Context: an optimization exercise on an open-source flow, tuned for small area and a short achievable clock period. The choices shown serve that exercise and are no tape-out recipe.
RTL that was checked went through simulation tests only; none was proved equivalent to the original.

==> inputs of run K <==
Design lowp5, start of the top module:
module lowp5(signal_in, signal_out, time_constant, clock_in, reset, enable);
input enable;
input signed [27:0] signal_in;
input signed [4:0] time_constant;
input clock_in;
input reset;
output signed [27:0] signal_out;
reg [27:0] x1, y1, y2n;
reg [29:0] r;
assign signal_out = y1;
wire [27:0] x = signal_in;
wire [27:0] xm = reset ? x : x1;
wire [28:0] e = {e_s[27], e_s[26], e_s[25], e_s[24], e_s[23], e_s[22], e_s[21], e_s[20], e_s[19], e_s[18], e_s[17], e_s[16], e_s[15], e_s[14], e_s[13], e_s[12], e_s[11], e_s[10], e_s[9], e_s[8], e_s[7], e_s[6], e_s[5], e_s[4], e_s[3], e_s[2], e_s[1], e_s[0], ~e_p[0]};
wire t1s, t1c;
bq_ha ut1 (.a(y2n[2]), .b(r[0]), .s(t1s), .co(t1c));
wire t2s, t2c;
bq_fa ut2 (.a(y2n[0]), .b(r[1]), .c(~y2n[3]), .s(t2s), .co(t2c));
wire t3s, t3c;
bq_ha ut3 (.a(t1c), .b(t2s), .s(t3s), .co(t3c));
wire t4s, t4c;
bq_fa ut4 (.a(y2n[4]), .b(y2n[1]), .c(r[2]), .s(t4s), .co(t4c));
wire t5s, t5c;
bq_fa ut5 (.a(r[0]), .b(y2n[3]), .c(t4s), .s(t5s), .co(t5c));
wire t6s, t6c;
bq_fa ut6 (.a(t2c), .b(t3c), .c(t5s), .s(t6s), .co(t6c));
wire t7s, t7c;
bq_ha ut7 (.a(t6s), .b(x[2]), .s(t7s), .co(t7c));
wire t8s, t8c;
bq_fa ut8 (.a(y1[0]), .b(y2n[5]), .c(y2n[2]), .s(t8s), .co(t8c));
wire t9s, t9c;
bq_fa ut9 (.a(r[3]), .b(r[1]), .c(r[0]), .s(t9s), .co(t9c));
wire t10s, t10c;
bq_fa ut10 (.a(t4c), .b(t8s), .c(t9s), .s(t10s), .co(t10c));
wire t11s, t11c;
bq_fa ut11 (.a(t5c), .b(t10s), .c(t6c), .s(t11s), .co(t11c));
wire t12s, t12c;
  ...
export LEC_CHECK = 0
export CAP_MARGIN = 20
export CORE_MARGIN = 2
export CORE_UTILIZATION = 70
export CTS_BUF_LIST = sky130_fd_sc_hd__clkbuf_4 sky130_fd_sc_hd__clkbuf_8
export SLEW_MARGIN = 20
export SYNTH_HIERARCHICAL = 1
create_clock -name core_clock -period 15.0 [get_ports {clock_in}]
standard.sh (not shown) runs the stock make flow with config.mk's settings and CLKGATE_MAP_FILE= SYNTH_SCRIPT=/design/flow/synth_recipe.tcl, a recipe that flattens the netlist after the stock synthesis.
==> flow/flow/run.sh <==
#!/bin/bash
set -euo pipefail
MARGIN=$(cat flow/margin.txt 2>/dev/null || echo 5)
bash standard.sh \
  "BUFFER_PORTS_ARGS=-buffer_cell sky130_fd_sc_hd__buf_2" \
  "SETUP_SLACK_MARGIN=$MARGIN" \
  finish > flow_make.log 2>&1
==> flow/flow/margin.txt <==
7
==> run H: changes against run K <==
==> flow/flow/margin.txt (replaced) <==
7.5
CORE_UTILIZATION = 60   (was 70)
==> run R: changes against run K <==
CORE_UTILIZATION = 60   (was 70)
==> run F: changes against run K <==
--- a/flow/design.v
+++ b/flow/design.v
@@ -71,13 +71,13 @@
 bq_fa ut29 (.a(y2n[5]), .b(r[6]), .c(r[4]), .s(t29s), .co(t29c));
 wire t30s, t30c;
 bq_fa ut30 (.a(r[3]), .b(t21c), .c(t22c), .s(t30s), .co(t30c));
 wire t31s, t31c;
 bq_fa ut31 (.a(t28s), .b(t29s), .c(t23c), .s(t31s), .co(t31c));
 wire t32s, t32c;
-bq_fa ut32 (.a(t30s), .b(t31s), .c(t24c), .s(t32s), .co(t32c));
+bq_fa ut32 (.a(t30s), .b(t24c), .c(t31s), .s(t32s), .co(t32c));
 wire t33s, t33c;
 bq_fa ut33 (.a(t32s), .b(x[6]), .c(x[4]), .s(t33s), .co(t33c));
 wire t34s, t34c;
 bq_fa ut34 (.a(x[3]), .b(t25c), .c(t33s), .s(t34s), .co(t34c));
 wire t35s, t35c;
 bq_ha ut35 (.a(t26c), .b(t34s), .s(t35s), .co(t35c));
@@ -131,15 +131,15 @@
 bq_fa ut59 (.a(t56s), .b(t48c), .c(t57s), .s(t59s), .co(t59c));
 wire t60s, t60c;
 bq_fa ut60 (.a(t58s), .b(t49c), .c(t59s), .s(t60s), .co(t60c));
 wire t61s, t61c;
 bq_fa ut61 (.a(t50c), .b(t60s), .c(e[0]), .s(t61s), .co(t61c));
 wire t62s, t62c;
-bq_fa ut62 (.a(t51c), .b(x[9]), .c(x[7]), .s(t62s), .co(t62c));
+bq_fa ut62 (.a(x[9]), .b(x[7]), .c(x[6]), .s(t62s), .co(t62c));
 wire t63s, t63c;
-bq_fa ut63 (.a(x[6]), .b(t61s), .c(t52c), .s(t63s), .co(t63c));
+bq_fa ut63 (.a(t61s), .b(t51c), .c(t52c), .s(t63s), .co(t63c));
 wire t64s, t64c;
 bq_fa ut64 (.a(t62s), .b(t53c), .c(t63s), .s(t64s), .co(t64c));
 wire t65s, t65c;
 bq_fa ut65 (.a(y1[7]), .b(y1[4]), .c(y2n[12]), .s(t65s), .co(t65c));
 wire t66s, t66c;
 bq_fa ut66 (.a(y2n[9]), .b(y2n[3]), .c(r[10]), .s(t66s), .co(t66c));
@@ -595,25 +595,25 @@
 bq_fa ut291 (.a(r[24]), .b(y1[23]), .c(~y1[24]), .s(t291s), .co(t291c));
 wire t292s, t292c;
 bq_fa ut292 (.a(t275c), .b(t276c), .c(t289s), .s(t292s), .co(t292c));
 wire t293s, t293c;
 bq_fa ut293 (.a(t290s), .b(t291s), .c(t277c), .s(t293s), .co(t293c));
 wire t294s, t294c;
-bq_fa ut294 (.a(t278c), .b(t292s), .c(t293s), .s(t294s), .co(t294c));
+bq_fa ut294 (.a(t278c), .b(t292s), .c(t279c), .s(t294s), .co(t294c));
 wire t295s, t295c;
-bq_fa ut295 (.a(t279c), .b(t294s), .c(t280c), .s(t295s), .co(t295c));
+bq_fa ut295 (.a(t293s), .b(t280c), .c(t294s), .s(t295s), .co(t295c));
 wire t296s, t296c;
 bq_fa ut296 (.a(e[18]), .b(e[16]), .c(e[14]), .s(t296s), .co(t296c));
 wire t297s, t297c;
 bq_fa ut297 (.a(e[13]), .b(e[11]), .c(t295s), .s(t297s), .co(t297c));
 wire t298s, t298c;
 bq_fa ut298 (.a(t281c), .b(t282c), .c(x[25]), .s(t298s), .co(t298c));
 wire t299s, t299c;
-bq_fa ut299 (.a(x[24]), .b(t296s), .c(t297s), .s(t299s), .co(t299c));
+bq_fa ut299 (.a(x[24]), .b(t296s), .c(~x[27]), .s(t299s), .co(t299c));
 wire t300s, t300c;
-bq_fa ut300 (.a(~x[27]), .b(t283c), .c(t284c), .s(t300s), .co(t300c));
+bq_fa ut300 (.a(t283c), .b(t297s), .c(t284c), .s(t300s), .co(t300c));
 wire t301s, t301c;
 bq_fa ut301 (.a(t298s), .b(t299s), .c(t285c), .s(t301s), .co(t301c));
 wire t302s, t302c;
 bq_fa ut302 (.a(t286c), .b(t300s), .c(t301s), .s(t302s), .co(t302c));
 wire t303s, t303c;
 bq_ha ut303 (.a(t287c), .b(t302s), .s(t303s), .co(t303c));
@@ -639,13 +639,13 @@
 bq_fa ut313 (.a(e[12]), .b(t295c), .c(t296c), .s(t313s), .co(t313c));
 wire t314s, t314c;
 bq_fa ut314 (.a(x[26]), .b(x[25]), .c(t311s), .s(t314s), .co(t314c));
 wire t315s, t315c;
 bq_fa ut315 (.a(t312s), .b(t297c), .c(t298c), .s(t315s), .co(t315c));
 wire t316s, t316c;
-bq_fa ut316 (.a(t313s), .b(t299c), .c(t314s), .s(t316s), .co(t316c));
+bq_fa ut316 (.a(t313s), .b(t314s), .c(t299c), .s(t316s), .co(t316c));
 wire t317s, t317c;
 bq_fa ut317 (.a(t300c), .b(t315s), .c(t316s), .s(t317s), .co(t317c));
 wire t318s, t318c;
 bq_fa ut318 (.a(t301c), .b(t317s), .c(t302c), .s(t318s), .co(t318c));
 wire t319s, t319c;
 bq_fa ut319 (.a(y1[23]), .b(y1[1]), .c(y2n[22]), .s(t319s), .co(t319c));
@@ -665,17 +665,17 @@
 bq_fa ut326 (.a(e[20]), .b(e[18]), .c(e[16]), .s(t326s), .co(t326c));
 wire t327s, t327c;
 bq_fa ut327 (.a(e[15]), .b(e[13]), .c(t325s), .s(t327s), .co(t327c));
 wire t328s, t328c;
 bq_fa ut328 (.a(t311c), .b(t312c), .c(x[26]), .s(t328s), .co(t328c));
 wire t329s, t329c;
-bq_fa ut329 (.a(t326s), .b(t327s), .c(~x[27]), .s(t329s), .co(t329c));
+bq_fa ut329 (.a(t326s), .b(~x[27]), .c(t313c), .s(t329s), .co(t329c));
 wire t330s, t330c;
-bq_fa ut330 (.a(t313c), .b(t314c), .c(t328s), .s(t330s), .co(t330c));
+bq_fa ut330 (.a(t327s), .b(t314c), .c(t328s), .s(t330s), .co(t330c));
 wire t331s, t331c;
-bq_fa ut331 (.a(t329s), .b(t315c), .c(t316c), .s(t331s), .co(t331c));
+bq_fa ut331 (.a(t315c), .b(t329s), .c(t316c), .s(t331s), .co(t331c));
 wire t332s, t332c;
 bq_fa ut332 (.a(t330s), .b(t317c), .c(t331s), .s(t332s), .co(t332c));
 wire t333s, t333c;
 bq_fa ut333 (.a(y1[24]), .b(y1[2]), .c(y2n[23]), .s(t333s), .co(t333c));
 wire t334s, t334c;
 bq_fa ut334 (.a(y2n[3]), .b(r[28]), .c(r[27]), .s(t334s), .co(t334c));
@@ -691,15 +691,15 @@
 bq_fa ut339 (.a(t324c), .b(t338s), .c(e[21]), .s(t339s), .co(t339c));
 wire t340s, t340c;
 bq_fa ut340 (.a(e[19]), .b(e[17]), .c(e[16]), .s(t340s), .co(t340c));
 wire t341s, t341c;
 bq_fa ut341 (.a(e[14]), .b(t325c), .c(t326c), .s(t341s), .co(t341c));
 wire t342s, t342c;
-bq_fa ut342 (.a(t339s), .b(t340s), .c(t327c), .s(t342s), .co(t342c));
+bq_fa ut342 (.a(t339s), .b(t340s), .c(~x[27]), .s(t342s), .co(t342c));
 wire t343s, t343c;
-bq_fa ut343 (.a(~x[27]), .b(t328c), .c(t341s), .s(t343s), .co(t343c));
+bq_fa ut343 (.a(t327c), .b(t328c), .c(t341s), .s(t343s), .co(t343c));
 wire t344s, t344c;
 bq_fa ut344 (.a(t342s), .b(t329c), .c(t330c), .s(t344s), .co(t344c));
 wire t345s, t345c;
 bq_fa ut345 (.a(t343s), .b(t331c), .c(t344s), .s(t345s), .co(t345c));
 wire t346s, t346c;
 bq_fa ut346 (.a(y1[3]), .b(y2n[24]), .c(y2n[4]), .s(t346s), .co(t346c));
@@ -737,31 +737,31 @@
 bq_fa ut362 (.a(e[23]), .b(e[21]), .c(e[19]), .s(t362s), .co(t362c));
 wire t363s, t363c;
 bq_fa ut363 (.a(e[18]), .b(e[16]), .c(t361s), .s(t363s), .co(t363c));
 wire t364s, t364c;
 bq_fa ut364 (.a(t351c), .b(t352c), .c(t362s), .s(t364s), .co(t364c));
 wire t365s, t365c;
-bq_fa ut365 (.a(t363s), .b(t353c), .c(t364s), .s(t365s), .co(t365c));
+bq_fa ut365 (.a(t353c), .b(t363s), .c(t364s), .s(t365s), .co(t365c));
 wire t366s, t366c;
 bq_fa ut366 (.a(t354c), .b(t365s), .c(t355c), .s(t366s), .co(t366c));
 wire t367s, t367c;
 bq_fa ut367 (.a(y2n[26]), .b(y2n[6]), .c(y1[26]), .s(t367s), .co(t367c));
 wire t368s, t368c;
 bq_fa ut368 (.a(~y1[27]), .b(~y1[5]), .c(t357c), .s(t368s), .co(t368c));
 wire t369s, t369c;
 bq_fa ut369 (.a(t367s), .b(t358c), .c(t368s), .s(t369s), .co(t369c));
 wire t370s, t370c;
 bq_fa ut370 (.a(t359c), .b(t369s), .c(t360c), .s(t370s), .co(t370c));
 wire t371s, t371c;
-bq_fa ut371 (.a(t370s), .b(e[24]), .c(e[22]), .s(t371s), .co(t371c));
+bq_fa ut371 (.a(e[24]), .b(e[22]), .c(e[20]), .s(t371s), .co(t371c));
 wire t372s, t372c;
-bq_fa ut372 (.a(e[20]), .b(e[19]), .c(e[17]), .s(t372s), .co(t372c));
+bq_fa ut372 (.a(e[19]), .b(e[17]), .c(t370s), .s(t372s), .co(t372c));
 wire t373s, t373c;
-bq_fa ut373 (.a(t361c), .b(t362c), .c(t363c), .s(t373s), .co(t373c));
+bq_fa ut373 (.a(t361c), .b(t362c), .c(t371s), .s(t373s), .co(t373c));
 wire t374s, t374c;
-bq_fa ut374 (.a(t371s), .b(t372s), .c(t364c), .s(t374s), .co(t374c));
+bq_fa ut374 (.a(t372s), .b(t363c), .c(t364c), .s(t374s), .co(t374c));
 wire t375s, t375c;
 bq_fa ut375 (.a(t373s), .b(t365c), .c(t374s), .s(t375s), .co(t375c));
 wire t376s, t376c;
 bq_fa ut376 (.a(y2n[7]), .b(y1[5]), .c(~y2n[27]), .s(t376s), .co(t376c));
 wire t377s, t377c;
 bq_fa ut377 (.a(~y1[6]), .b(t367c), .c(t376s), .s(t377s), .co(t377c));
@@ -932,13 +932,13 @@
 assign co = a & b;
 endmodule
 module bq_m_x(input [56:0] a, input [56:0] b, output [56:0] y);
 assign y = a ^ b;
 endmodule
 module bq_m_a(input [56:0] a, input [56:0] b, output [56:0] y);
-assign y = a & b;
+assign y = (a & b);
 endmodule
 module bq_m_c(input [115:0] i, output [27:0] c);
 wire w1 = i[59] & i[0];
 wire w2 = i[1] | w1;
 wire w3 = i[59] & i[58];
 wire w4 = i[61] & i[2];
@@ -1394,13 +1394,13 @@
 assign y = (a ^ b);
 endmodule
 module bq_e_x(input [28:0] a, input [28:0] b, output [28:0] y);
 assign y = a ^ b;
 endmodule
 module bq_e_a(input [28:0] a, input [28:0] b, output [28:0] y);
-assign y = a & b;
+assign y = (a & b);
 endmodule
 module bq_e_c(input [57:0] i, output [26:0] c);
 wire w1 = i[30] & i[0];
 wire w2 = i[1] | w1;
 wire w3 = i[30] & i[29];
 wire w4 = i[32] & i[2];
@@ -1607,13 +1607,13 @@
 assign y = ~(a ^ b);
 endmodule
 module bq_r_x(input [28:0] a, input [28:0] b, output [28:0] y);
 assign y = a ^ b;
 endmodule
 module bq_r_a(input [28:0] a, input [28:0] b, output [28:0] y);
-assign y = a & b;
+assign y = (a & b);
 endmodule
 module bq_r_c(input [58:0] i, output [26:0] c);
 wire w1 = i[30] & i[29];
 wire w2 = i[32] & i[1];
 wire w3 = i[2] | w2;
 wire w4 = i[32] & i[31];
CORE_UTILIZATION = 60   (was 70)
==> run notes <==
                                                                    run H           run F           run K           run R
Wire length of the first global-routing pass                      69.5 mm         68.4 mm         65.7 mm         67.1 mm
Time the final worst path needs with I/O delays and setup         7.50 ns         7.77 ns         7.83 ns         7.78 ns
Instance area at placement                                     0.0183 mm²      0.0183 mm²      0.0182 mm²      0.0183 mm²
Total met3 wirelength after detailed routing                      2.35 mm         2.55 mm         2.93 mm         2.58 mm
Number of gates resized after CTS                                      55              12               6              13
Chip Height                                                        178 µm          178 µm          165 µm          178 µm
Count of placed standard cells including taps                        1723            1725            1662            1723
Met1 usage                                                          0.411           0.405           0.460           0.402
Per-cell via count in the routed design                              5.83            5.83            6.16            5.81
Crit Reg-Reg Endpoint                                              y1[14]          y1[27]          y1[27]          y1[22]
Outcome                                                    finished clean  finished clean  finished clean  finished clean
Tapcell Cnt                                                           390             390             330             390
Number of gates on the worst path with buffers counted                 23              19              21              22
Total of plain and repair buffers excluding clock buffers             225             164             113             135
Overall routed net length                                         46.3 mm         44.3 mm         42.8 mm         43.6 mm
Area added between synthesis and finish                             14.6%           8.31%           5.68%           7.30%
Final weighted congestion in routability-driven placement           0.877           0.876           0.887           0.881
Post-CTS repair timing setup buffer count                              96              22              14              32
Die outline width                                                  178 µm          178 µm          165 µm          178 µm
Fill count                                                           2114            2299            1710            2255
Starting Density                                                    0.612           0.612           0.718           0.612
Function not checked in run F: the RTL went through the layout flow alone.

what the ideal ports hide:
In the flow no input, the clock included, has a driving cell. The finished layouts below were timed again as built, in two steps.
Step 1: set_driving_cell puts a clkbuf_16 on clock_in and a buf_2 on each other input, an assumption about the parent block.
Step 2 times the ports against the registers' clock, not the clock port: input delays grow and output delays shrink by t, the midpoint of the rising clock arrivals with the driver on.
Slacks: no drivers / after step 1 / after step 2; pairs: no drivers / after step 1.
run	t (ns)	slack for setup (ns)	worst setup path at the end	worst data-port slew with drivers (ns)	pins driven straight from the clock port
run K	0.496	7.171 / 7.171 / 7.060	input to register	0.03	1
run H	0.544	7.498 / 7.498 / 6.996	input to register	0.03	1
run R	0.555	7.215 / 7.215 / 6.972	input to register	0.03	1
run F	0.510	7.226 / 7.226 / 6.872	input to register	0.04	1
After both steps every run listed still meets setup and hold. For run H, which loses most, drivers alone change the setup slack by 0.000 ns; drivers and shift together by -0.502 ns.
